Background: an optimization exercise with open tools, aiming at small area. Do not read the settings as production practice.
The RTL was checked by simulation tests, not by an equivalence proof against the original design.
Power and IR drop assume default switching activity.

[flow/run.sh]
#!/bin/bash
# synth_recipe.tcl (not shown) runs the flow's synth.tcl, then flattens the netlist and writes it again
# the make line also repeats each setting of config.mk as NAME=value (left out here)
make -C /OpenROAD-flow-scripts/flow DESIGN_CONFIG=/design/flow/config.mk WORK_HOME=/design/flow/orfs CLKGATE_MAP_FILE= SYNTH_SCRIPT=/design/flow/synth_recipe.tcl finish
[flow/config.mk]
export PLATFORM = sky130hd
export DESIGN_NAME = whack_a_mole
export DESIGN_NICKNAME = whack_a_mole
export VERILOG_FILES = /design/flow/design.v
export SDC_FILE = /design/flow/constraint.sdc
export NUM_CORES = 4
export LEC_CHECK = 0
export CAP_MARGIN = 20
export CORE_MARGIN = 2
export CORE_UTILIZATION = 40
export PLACE_DENSITY = 0.6
export SLEW_MARGIN = 20
[flow/constraint.sdc]
create_clock -name core_clock -period 10.0 [get_ports {clk}]
set_input_delay 2.0000 -clock core_clock [delete_from_list [all_inputs] [get_ports {clk}]]
set_output_delay 2.0000 -clock core_clock [all_outputs]
set_load 0.01 [all_outputs]
[flow/design.v]
`timescale 1ns / 1ps
module clock(
    clk     ,
    rst     ,
    difficulty  ,
    mole_tick,
    fast_tick,
    blink,
    sound_tick
    );
    input clk;
    input rst;
    input difficulty;
    output reg mole_tick;
    output reg fast_tick;
    output reg blink;
    output reg sound_tick;
    reg mole_clk;
    reg fast;
    reg sound;
    integer count1;
    integer count3;
    integer count4;
    integer count5;
    always @ (posedge clk)
    begin
        if (rst)
        begin
            mole_clk <= 0;
            mole_tick <= 0;
            count1 <= 0;
        end
        else
        begin
            mole_tick <= 0;
            if (difficulty)
            begin
                if (count1 >= 37_500)
                begin
                    mole_clk <= ~mole_clk;
                    mole_tick <= ~mole_clk;
                    count1 <= 0;
                end
                else
                    count1 <= count1 + 1;
            end
            else
            begin
                if (count1 >= 50_000)
                begin
                    mole_clk <= ~mole_clk;
                    mole_tick <= ~mole_clk;
                    count1 <= 0;
                end
                else
                    count1 <= count1 + 1;
            end
        end
    end
    always @ (posedge clk)
    begin
        if (rst)
        begin
            fast <= 0;
            fast_tick <= 0;
            count3 <= 0;
        end
        else if (count3 >= 31)
        begin
            fast <= ~fast;
            fast_tick <= ~fast;
            count3 <= 0;
        end
        else
        begin
            fast_tick <= 0;
            count3 <= count3 + 1;
        end
    end
    always @ (posedge clk)
    begin
        if (rst)
        begin
            blink <= 0;
            count4 <= 0;
        end
        else if (count4 >= 20000)
        begin
            blink <= ~blink;
            count4 <= 0;
        end
        else
            count4 <= count4 + 1;
    end
    always @ (posedge clk)
    begin
        if (rst)
        begin
            sound <= 0;
            sound_tick <= 0;
            count5 <= 0;
        end
        else if (count5 >= 20)
        begin
            sound <= ~sound;
            sound_tick <= ~sound;
            count5 <= 0;
        end
        else
        begin
            sound_tick <= 0;
            count5 <= count5 + 1;
        end
    end
endmodule
`timescale 1ns / 1ps
module reset(
    btn, clk, rst,
    reset
    );
    input btn;
    input clk;
    input rst;
    output reg reset;
    always @ (posedge clk)
    begin
        if (rst)
            reset <= 0;
        else if (btn)
            reset <= 1;
        else
            reset <= 0;
    end
endmodule
`timescale 1ns / 1ps
module start(
    btn, clk, rst, reset,
    enable
    );
    input btn;
    input clk;
    input rst;
    input reset;
    output reg enable;
    always @ (posedge clk)
    begin
    if (rst)
        enable <= 0;
    else if (reset)
        enable <= 0;
    else
        if (btn)
            enable <= 1;
    end
endmodule
`timescale 1ns / 1ps
module difficulty(
    clk, rst, tick, difficulty_btn,
    difficulty
    );
    input clk;
    input rst;
    input tick;
    input difficulty_btn;
    output reg difficulty;
    integer count;
    integer c;
    reg d;
    always @ (posedge clk)
    begin
        if (rst)
        begin
            difficulty <= 0;
            count <= 0;
        end
        else if (tick)
        begin
            c = count;
            d = difficulty;
            if (difficulty_btn)
            begin
                if (c == 0 || c >= 3000)
                begin
                    d = ~d;
                    c = 0;
                end
                c = c + 1;
            end
            else
                c = 0;
            count <= c;
            difficulty <= d;
        end
    end
endmodule
`timescale 1ns / 1ps
module random(
    clk, rst, tick, reset,
    data
    );
    input clk;
    input rst;
    input tick;
    input reset;
    output reg [4:0] data;
    reg [4:0] data_next;
    always @* begin
        data_next[4] = data[4]^data[1];
        data_next[3] = data[3]^data[0];
        data_next[2] = data[2]^data_next[4];
        data_next[1] = data[1]^data_next[3];
        data_next[0] = data[0]^data_next[2];
    end
    always @(posedge clk)
    begin
        if (rst)
            data <= 5'h1f;
        else if (tick)
        begin
            if (reset)
                data <= 5'h1f;
            else
                data <= data_next;
        end
    end
endmodule
`timescale 1ns / 1ps
module mole(
     enable, clk, rst, tick, reset, difficulty,
     led, mole, blink, end_enable, start_enable
    );
    input enable;
    input clk;
    input rst;
    input tick;
    input reset;
    input difficulty;
    input [4:0] mole;
    output reg [7:0] led;
    output reg blink;
    output reg end_enable;
    output reg start_enable;
    integer i;
    reg [4:0] data;
    integer i_v;
    reg [7:0] led_v;
    reg blink_v;
    reg end_v;
    reg start_v;
    always @ (posedge clk)
    begin
        if (rst)
        begin
            i <= 0;
            blink <= 0;
            led <= 0;
            end_enable <= 0;
            start_enable <= 0;
        end
        else if (tick)
        begin
            i_v = i;
            led_v = led;
            blink_v = blink;
            end_v = end_enable;
            start_v = start_enable;
            if (reset)
            begin
                i_v = 0;
                blink_v = 0;
                led_v = 0;
                end_v = 0;
            end
            else
            begin
                if (enable)
                begin
                    if (i_v == 31)  
                    begin
                        end_v = ~end_v;
                        blink_v = 1;
                        led_v = 0;
                    end
                    else if ( i_v == 0)
                    begin
                        start_v = ~start_v;
                        i_v = i_v + 1;
                    end
                    else
                    begin
                        start_v = 0;
                        end_v = 0;
                        if (difficulty)
                        begin
                            data = mole%16;
                            case (data)
                                  0 : led_v = 8'b01111111;
                                  1 : led_v = 8'b10111111;
                                  2 : led_v = 8'b11011111;
                                  3 : led_v = 8'b11101111;
                                  4 : led_v = 8'b11110111;
                                  5 : led_v = 8'b11111011;
                                  6 : led_v = 8'b11111101;
                                  7 : led_v = 8'b11111110;
                                  8 : led_v = 8'b01111110;
                                  9 : led_v = 8'b10110111;
                                  10: led_v = 8'b01011111;
                                  11: led_v = 8'b11101101;
                                  12: led_v = 8'b11100111;
                                  13: led_v = 8'b11111010;
                                  14: led_v = 8'b10111101;
                                  15: led_v = 8'b11011110;
                                  default: ;
                             endcase
                         end
                         else
                         begin
                            data = mole%8;
                            case (data)
                              0 : led_v = 8'b01111111;
                              1 : led_v = 8'b10111111;
                              2 : led_v = 8'b11011111;
                              3 : led_v = 8'b11101111;
                              4 : led_v = 8'b11110111;
                              5 : led_v = 8'b11111011;
                              6 : led_v = 8'b11111101;
                              7 : led_v = 8'b11111110;
                              default: ;
                            endcase
                         end
                         led_v = ~led_v;
                         i_v = i_v + 1;
                    end
                end
            end
            i <= i_v;
            led <= led_v;
            blink <= blink_v;
            end_enable <= end_v;
            start_enable <= start_v;
        end
    end
endmodule
`timescale 1ns / 1ps
module display(
    digit0,
    digit1,
    digit2,
    digit3,
    clk,
    rst,
    tick,
    blink,
    blink_enable,
    enable,
    btn,
    difficulty,
    AN,
    seg
    );
input [3:0] digit0;
input [3:0] digit1;
input [3:0] digit2;
input [3:0] digit3;
input clk;
input rst;
input tick;
input blink;
input blink_enable;
input enable;
input btn;
input difficulty;
output reg [3:0] AN;
output reg [7:0] seg;
integer count;
integer c;
reg [3:0] an_v;
reg [7:0] seg_v;
reg [3:0] dig;
always @ (posedge clk)
begin
    if (rst)
    begin
        count <= 0;
        AN <= 4'b1111;
        seg <= 8'b11111111;
    end
    else if (tick)
    begin
        c = count;
        an_v = AN;
        seg_v = seg;
        dig = 4'd0;
        c = c%4;
        if (btn && !enable)
        begin
            if (difficulty)
            begin
                 case (c)
                  0 : begin seg_v = 8'b10001001; an_v = 4'b0111; end
                  1 : begin seg_v = 8'b10001000; an_v = 4'b1011; end
                  2 : begin seg_v = 8'b10101111; an_v = 4'b1101; end
                  3 : begin seg_v = 8'b10100001; an_v = 4'b1110; end
                  default: ;
                 endcase
            end
            else
            begin
                 case (c)
                  0 : begin seg_v = 8'b10000110; an_v = 4'b0111; end
                  1 : begin seg_v = 8'b10001000; an_v = 4'b1011; end
                  2 : begin seg_v = 8'b10010010; an_v = 4'b1101; end
                  3 : begin seg_v = 8'b10010001; an_v = 4'b1110; end
                  default: ;
                 endcase
            end
        end
        else
        begin
             if (blink && blink_enable)
             begin
                  an_v = 4'b1111;
             end
             else
             begin
                 case (c)
                      0 : begin dig = digit0; an_v = 4'b0111; end
                      1 : begin dig = digit1; an_v = 4'b1011; end
                      2 : begin dig = digit2; an_v = 4'b1101; end
                      3 : begin dig = digit3; an_v = 4'b1110; end
                      default: ;
                 endcase
                 case (dig)
                      0 : seg_v = 8'b11000000;
                      1 : seg_v = 8'b11111001;
                      2 : seg_v = 8'b10100100;
                      3 : seg_v = 8'b10110000;
                      4 : seg_v = 8'b10011001;
                      5 : seg_v = 8'b10010010;
                      6 : seg_v = 8'b10000010;
                      7 : seg_v = 8'b11011000;
                      8 : seg_v = 8'b10000000;
                      9 : seg_v = 8'b10010000;
                      default: ;
                 endcase
            end
        end
        c = c + 1;
        count <= c;
        AN <= an_v;
        seg <= seg_v;
    end
end
endmodule
`timescale 1ns / 1ps
module whack(
    clk, rst, tick, sw, led, reset, god_mode,
    digit0, digit1, digit2, digit3, led_out, sound_enable
    );
    input clk;
    input rst;
    input tick;
    input [7:0] sw;
    input [7:0] led;
    input reset;
    input god_mode;
    reg [7:0] led_save;
    output reg [3:0] digit0;
    output reg [3:0] digit1;
    output reg [3:0] digit2;
    output reg [3:0] digit3;
    output reg [7:0] led_out;
    output reg sound_enable;
    reg [7:0] state;
    reg god;
    reg [7:0] led_save_v;
    reg [7:0] led_out_v;
    reg [7:0] state_v;
    reg god_v;
    reg snd_v;
    reg score;
    integer k;
    always @ (posedge clk)
    begin
        if (rst)
        begin
            digit0 <= 0;
            digit1 <= 0;
            digit2 <= 0;
            digit3 <= 0;
            state <= 0;
            led_save <= 0;
            led_out <= 0;
            sound_enable <= 0;
            god <= 0;
        end
        else if (tick)
        begin
            if (reset)
            begin
                digit0 <= 0;
                digit1 <= 0;
                digit2 <= 0;
                digit3 <= 0;
                state <= 0;
                led_save <= 0;
                led_out <= 0;
                sound_enable <= 0;
            end
            else
            begin
                led_save_v = led_save;
                led_out_v = led_out;
                state_v = state;
                god_v = god;
                snd_v = 0;
                score = 0;
                if (led_save_v != led)
                begin
                    led_save_v = led;
                    led_out_v = led_save_v;
                end
                if (god_mode)
                begin
                    led_out_v = 8'b11111111;
                    god_v = 1;
                end
                else if (god_v && !god_mode)
                begin
                    led_out_v = 0;
                    god_v = 0;
                end
                for (k = 0; k < 8; k = k + 1)
                begin
                    if (sw[k] != state_v[k])
                    begin
                        if (led_out_v[k] == 1)
                        begin
                            score = 1;
                            snd_v = 1;
                            led_out_v[k] = 0;
                        end
                        state_v[k] = sw[k];
                    end
                end
                if (score)
                begin
                    if (digit3 >= 9)
                    begin
                        if (digit2 >= 9)
                        begin
                            if (digit1 >= 9)
                            begin
                               if (digit0 < 9)
                               begin
                                    digit0 <= digit0 + 1;
                                    digit1 <= 0;
                               end
                               else
                                    digit0 <= 9;
                            end
                            else
                            begin
                                digit1 <= digit1 + 1;
                            end
                            digit2 <= 0;
                        end
                        else
                        begin
                            digit2 <= digit2 + 1;
                        end
                        digit3 <= 0;
                    end
                    else
                    begin
                        digit3 <= digit3 + 1;
                    end
                end
                led_save <= led_save_v;
                led_out <= led_out_v;
                state <= state_v;
                god <= god_v;
                sound_enable <= snd_v;
            end
        end
    end
endmodule
`timescale 1ns / 1ps
module sound(
    clk,
    rst,
    tick,
    enable,
    start_enable,
    end_enable,
    god_mode,
    speaker
    );
input clk;
input rst;
input tick;
input enable;
input start_enable;
input end_enable;
input god_mode;
output reg speaker;
reg activated;
integer count;
reg spk_v;
reg act_v;
integer c;
always@(posedge clk)
begin
    if (rst)
    begin
        speaker <= 0;
        activated <= 0;
        count <= 0;
    end
    else if (tick)
    begin
        spk_v = speaker;
        act_v = activated;
        c = count;
        if (enable || start_enable || end_enable)
        begin
            spk_v = ~spk_v;
            act_v = 1;
            c = 0;
        end
        else
            if (c >= 1000)
            begin
                spk_v = 0;
                act_v = 0;
            end
            else
                if (act_v)
                begin
                    spk_v = ~spk_v;
                end
        if (c < 1000)
            c = c + 1;
        speaker <= spk_v;
        activated <= act_v;
        count <= c;
    end
end
endmodule
`timescale 1ns / 1ps
module konami(
    up_btn, down_btn, left_btn, right_btn, mid_btn,
    clk, rst, tick,
    god_mode
    );
    input up_btn, down_btn, left_btn, right_btn, mid_btn;
    input clk;
    input rst;
    input tick;
    output reg god_mode;
    reg [8:0] mem;
    reg up_btn_sig;
    reg down_btn_sig;
    reg left_btn_sig;
    reg right_btn_sig;
    reg mid_btn_sig;
    reg [8:0] mem_v;
    reg god_v;
    reg up_v, down_v, left_v, right_v, mid_v;
    always @ (posedge clk)
    begin
        if (rst)
        begin
            god_mode <= 0;
            mem <= 0;
            up_btn_sig <= 0;
            down_btn_sig <= 0;
            left_btn_sig <= 0;
            right_btn_sig <= 0;
            mid_btn_sig <= 0;
        end
        else if (tick)
        begin
            mem_v = mem;
            god_v = god_mode;
            up_v = up_btn_sig;
            down_v = down_btn_sig;
            left_v = left_btn_sig;
            right_v = right_btn_sig;
            mid_v = mid_btn_sig;
            if (up_btn && !down_btn && !left_btn && !right_btn && !mid_btn)
                up_v = 1;
            else if (!up_btn && down_btn && !left_btn && !right_btn && !mid_btn)
                down_v = 1;
            else if (!up_btn && !down_btn && left_btn && !right_btn && !mid_btn)
                left_v = 1;
            else if (!up_btn && !down_btn && !left_btn && right_btn && !mid_btn)
                right_v = 1;
            else if (!up_btn && !down_btn && !left_btn && !right_btn && mid_btn)
                mid_v = 1;
            else if (!up_btn && !down_btn && !left_btn && !right_btn && !mid_btn)
            begin
                if (up_v)
                begin
                    if (mem_v == 0)
                        mem_v = 9'b100000000;
                    else
                        mem_v = 0;
                    up_v = 0;
                end
                else if (down_v)
                begin
                    if (mem_v == 9'b100000000)
                        mem_v = 9'b110000000;
                    else
                        mem_v = 0;
                    down_v = 0;
                end
                else if (left_v)
                begin
                    if (mem_v == 9'b110000000)
                        mem_v = 9'b111000000;
                    else
                        mem_v = 0;
                    left_v = 0;
                end
                else if (right_v)
                begin
                    if (mem_v == 9'b111000000)
                        mem_v = 9'b111100000;
                    else
                        mem_v = 0;
                    right_v = 0;
                end
            end
            if (mem_v == 9'b111100000)
            begin
                god_v = ~god_v;
                mem_v = 0;
            end
            mem <= mem_v;
            god_mode <= god_v;
            up_btn_sig <= up_v;
            down_btn_sig <= down_v;
            left_btn_sig <= left_v;
            right_btn_sig <= right_v;
            mid_btn_sig <= mid_v;
        end
    end
endmodule
`timescale 1ns / 1ps
module whack_a_mole(
     clk, rst, sw, start, reset_btn, difficulty_btn, left, down,
    led, seg, an, speaker
    );
    input clk;
    input rst;
    input [7:0] sw;
    input start;
    input reset_btn;
    input difficulty_btn;
    input left;
    input down;
    output [7:0] led;
    output [7:0] seg;
    output [3:0] an;
    output speaker;
    wire reset;
    wire enable;
    wire mole_tick;
    wire fast_tick;
    wire blink;
    wire blink_enable;
    wire sound_tick;
    wire sound_enable;
    wire end_enable;
    wire start_enable;
    wire [4:0] mole_num;
    wire [7:0] led_out;
    wire [3:0] digit0;
    wire [3:0] digit1;
    wire [3:0] digit2;
    wire [3:0] digit3;
    wire difficulty;
    wire god_mode;
    start btn (
        .btn(start),
        .clk(clk),
        .rst(rst),
        .reset(reset),
        .enable(enable)
    );
    reset rst_btn (
        .btn(reset_btn),
        .clk(clk),
        .rst(rst),
        .reset(reset)
    );
    difficulty diff(
        .clk(clk),
        .rst(rst),
        .tick(fast_tick),
        .difficulty_btn(difficulty_btn),
        .difficulty(difficulty)
    );
    clock clock (
        .clk(clk),
        .rst(rst),
        .difficulty(difficulty),
        .mole_tick(mole_tick),
        .fast_tick(fast_tick),
        .blink(blink),
        .sound_tick(sound_tick)
    );
    random random (
        .clk(clk),
        .rst(rst),
        .tick(fast_tick),
        .reset(reset),
        .data(mole_num)
    );
    mole mole (
        .reset(reset),
        .enable(enable),
        .clk(clk),
        .rst(rst),
        .tick(mole_tick),
        .difficulty(difficulty),
        .led(led_out),
        .mole(mole_num),
        .blink(blink_enable),
        .end_enable(end_enable),
        .start_enable(start_enable)
    );
    display display (
        .digit0(digit0),
        .digit1(digit1),
        .digit2(digit2),
        .digit3(digit3),
        .clk(clk),
        .rst(rst),
        .tick(fast_tick),
        .blink(blink),
        .blink_enable(blink_enable),
        .enable(enable),
        .btn(difficulty_btn),
        .difficulty(difficulty),
        .AN(an),
        .seg(seg)
    );
    whack whack (
        .reset(reset),
        .clk(clk),
        .rst(rst),
        .tick(fast_tick),
        .sw(sw),
        .god_mode(god_mode),
        .led(led_out),
        .digit0(digit0),
        .digit1(digit1),
        .digit2(digit2),
        .digit3(digit3),
        .led_out(led),
        .sound_enable(sound_enable)
    );
    sound sound(
        .clk(clk),
        .rst(rst),
        .tick(sound_tick),
        .enable(sound_enable),
        .start_enable(start_enable),
        .end_enable(end_enable),
        .speaker(speaker),
        .god_mode(god_mode)
    );
    konami konami(
        .up_btn(difficulty_btn),
        .down_btn(down),
        .left_btn(left),
        .right_btn(reset_btn),
        .mid_btn(start),
        .clk(clk),
        .rst(rst),
        .tick(fast_tick),
        .god_mode(god_mode)
    );
endmodule
==> flow_summary.json <==
{
  "io_pins": 36,
  "cp.depth": 9,
  "pwr-share-clk": 0.514,
  "cp-start-kind": "primary input",
  "hold_path_class": "reg2reg",
  "drive_gt1_frac": 0.0522,
  "worst_clock_skew_ps": 9.44,
  "synth-edff-count": 0,
  "row_count": 73,
  "slew_viol_final": 0,
  "clkTransAtPathRegs_ps": 60,
  "fmax_ghz": 0.235,
  "synth_seq_area_share": 0.404,
  "p_sw_frac": 0.210,
  "reg2regPathDepth": 12,
  "syn2layout_area_growth_pct": 12.8,
  "power_density_nw_per_um2": 155,
  "syn_area_um2": 15900,
  "drt_first_pass_iters": 7,
  "cts_hold_buf": 0,
  "cp_max_fo": 19,
  "ant_nets": 0,
  "clkSinkCount": 322,
  "tightest_slew_ps": 1030,
  "finalHoldViolCount": 0,
  "crit_chain": "clkdlybuf4s50_1, buf_4, or3_4, nor4_4, nand2_1, a211o_1, a2111oi_4, nor2_1, a32o_1",
  "post_synth.cell_area_avg_um2": 8.09,
  "clk_latency_ps": 540,
  "start_util": 0.403,
  "syn_inst": 1972,
  "synthArstFlopShare": 0,
  "hold_ws_ps": 436,
  "num_vias": 13700,
  "drc": 0,
  "yosys_warnings": 10,
  "p_comb_frac": 0.023,
  "globalplace.congestion": 0.840,
  "synthDistinctLibCells": 80,
  "fin_crit_sh": 0.425,
  "overflow": 0,
  "seqPwrFrac": 0.464,
  "nets": 2009,
  "io_buffers": 34,
  "arrival_ps": 4690,
  "fillers": 3876,
  "critPathCaptureType": "register",
  "chipHeight_um": 204,
  "num_antenna_cells": 0,
  "intPower_w": 0.00221,
  "path_delay_family": "compound AO/OA/AOI/OAI gates",
  "slowest_stage": "a2111oi_4",
  "grt_pass1_vias": 12800,
  "path_buf_inv": 2,
  "fp.coreArea_um2": 39500,
  "leakage_nw": 6.36,
  "vias_per_cell": 5.44,
  "syn_nets": 2013,
  "fin_cells": 2519,
  "crit_type": "in2reg",
  "layout_common_cells": "dfxtp_1 (322), nor2_1 (305), nand2_1 (199), xor2_1 (129), nand3_1 (115)",
  "outcome": "complete, no violations",
  "design.die.area_um2": 41500,
  "grt_max_degree": 95,
  "cts_resized": 0,
  "slew_headroom": 0.308,
  "period_needed_ps": 4250,
  "placed_cells": 2451,
  "die_x_um": 204,
  "final_common_cell": "dfxtp_1",
  "dpl.hpwl_um": 24200,
  "post-cts-setup-buffers": 0,
  "whs_path_depth": 1,
  "synthFlopType": "dfxtp_1",
  "cts.htree.levels": 2,
  "drt_iter0_drc": 967,
  "clock_path_buffers": 3,
  "cts_tree": "yes",
  "grt_setup_unrepaired": "no",
  "setup_viol": 0,
  "ir_worst_vdd_mv": 0.0971,
  "drt-total-wl_um": 36200,
  "switchingPower_w": 0.000587,
  "cts_inserted_buffers": 38,
  "antenna_found_initial": 0,
  "wl_per_cell_um": 14.4,
  "slowest_delay_ps": 490,
  "grt_pass1_wl_um": 62200,
  "finalSetupTns_ps": 0,
  "cts-root-buf": "clkbuf_16",
  "ys_ff_latch": 322,
  "required_ps": 10430,
  "maxCapViolCount": 0,
  "grt_usage": 0.177
}
[per-layer routing]
| layer | global-route usage | wire length (um) |
|---|---|---|
| met1 | 0.246 | 18100 |
| met5 | 0 | 0 |
| met3 | 0.0280 | 1450 |
| met4 | 0.0602 | 811 |
| met2 | 0.278 | 15800 |
[path summary, 6_finish.rpt]
check	start	endpoint	slack (ps)
max	difficulty_btn	konami.mem[7]	5750
min reg2reg	konami.mem[3]	konami.mem[3]	440
min	konami.mem[3]	konami.mem[3]	440
max reg2reg	diff.count[23]	diff.count[26]	6200
[cell families (layout without fill, tap and decap cells)]
| logic type | count (synthesis) | after routing | share of synthesized area |
|---|---|---|---|
| mux | 16 | 16 | 0.0103 |
| xor+xnor | 197 | 197 | 0.108 |
| fa+ha+maj | 26 | 26 | 0.0204 |
| other cells | 1 | 1 | 0.000235 |
| buf+inv | 141 | 163 | 0.0342 |
| flops | 322 | 322 | 0.404 |
| simple gates | 949 | 949 | 0.289 |
| compound gates | 320 | 320 | 0.134 |
[synth_stat cells (all sizes together) (17+ instances only)]
cell | number | area (um^2)
xnor2 | 68 | 596
and2 | 21 | 131
and3 | 40 | 250
nand2 | 199 | 747
nand4 | 66 | 413
inv | 51 | 191
o211ai | 18 | 135
clkbuf | 75 | 282
nor4 | 63 | 415
a21oi | 85 | 429
nand3 | 115 | 576
nor2 | 306 | 1150
ha | 26 | 325
or3 | 21 | 136
xor2 | 129 | 1130
nor3 | 44 | 225
o21ai | 65 | 325
a22oi | 30 | 225
and4 | 17 | 149
dfxtp | 322 | 6450
[final cells by class]
cell class / count / area, um^2 / area share
multi-input cells: 1509 / 8960 / 0.498
flip-flops and latches: 322 / 6450 / 0.358
clock inverters: 11 / 155 / 0.00862
clock buffers: 55 / 1150 / 0.0638
inverters: 52 / 195 / 0.0108
well taps: 525 / 657 / 0.0365
repair buffers: 45 / 428 / 0.0238
[registers in the layout, indices dropped and copies added, names as in the netlist, 3 cells and up]
register	cells
mole.i	32
clock.count5	32
whack.digit1	4
clock.count4	32
mole.led	8
diff.count	32
clock.count1	32
whack.state	8
random.data	5
konami.mem	9
display.seg	7
whack.led_out	8
clock.count3	32
whack.digit0	4
whack.digit3	4
display.count	3
whack.digit2	4
display.AN	4
whack.led_save	8
sound.count	32
[power groups by stage]
stage | logic, W | registers, W | clock network [W]
floorplan | 0.0000449 | 0.00132 | 0
global placement | 0.0000616 | 0.00132 | 0
detailed placement | 0.0000627 | 0.00132 | 0
CTS | 0.0000632 | 0.00129 | 0.00148
global route | 0.0000713 | 0.00129 | 0.00152
finish | 0.0000630 | 0.00129 | 0.00143
[stage by stage]
stage,setup WS [ps],cell area (um^2),power (W),util
detailed placement,5220,16700,0.00139,0.421
CTS,5790,18000,0.00283,0.454
finish,5750,18000,0.00279,0.455
global placement,5280,16700,0.00138,0.421
global route,5640,18000,0.00289,0.455
floorplan,5930,15900,0.00137,-

-- re-timing with driven ports --
Ports are ideal in the flow. The routed layout listed here was re-timed in OpenROAD.
Step 1 sets driving cells, clkbuf_16 on the clock port and buf_2 on the other inputs (assumed; they add their load-dependent delay and slew).
Step 2 adds t to the input delays and takes it off the output delays; t is the mean of the earliest and latest rising clock arrival at the registers after step 1. Input paths then give back, and output paths get back, about the clock's delay inside the block.
Slacks: ideal ports / drivers / drivers and shift; pairs: ideal ports / drivers.
t, ns: 0.590
setup WS [ns]: 5.748 / 5.752 / 5.162
worst hold slack (ns): 0.436 / 0.436 / 0.436
latest minus earliest clock arrival (ns): 0.011 / 0.012
slew at the worst register clock pin (ns): 0.06 / 0.06
After both steps this run still meets setup and hold. The setup slack of this run moves by +0.004 ns with the drivers and by -0.586 ns with both steps.
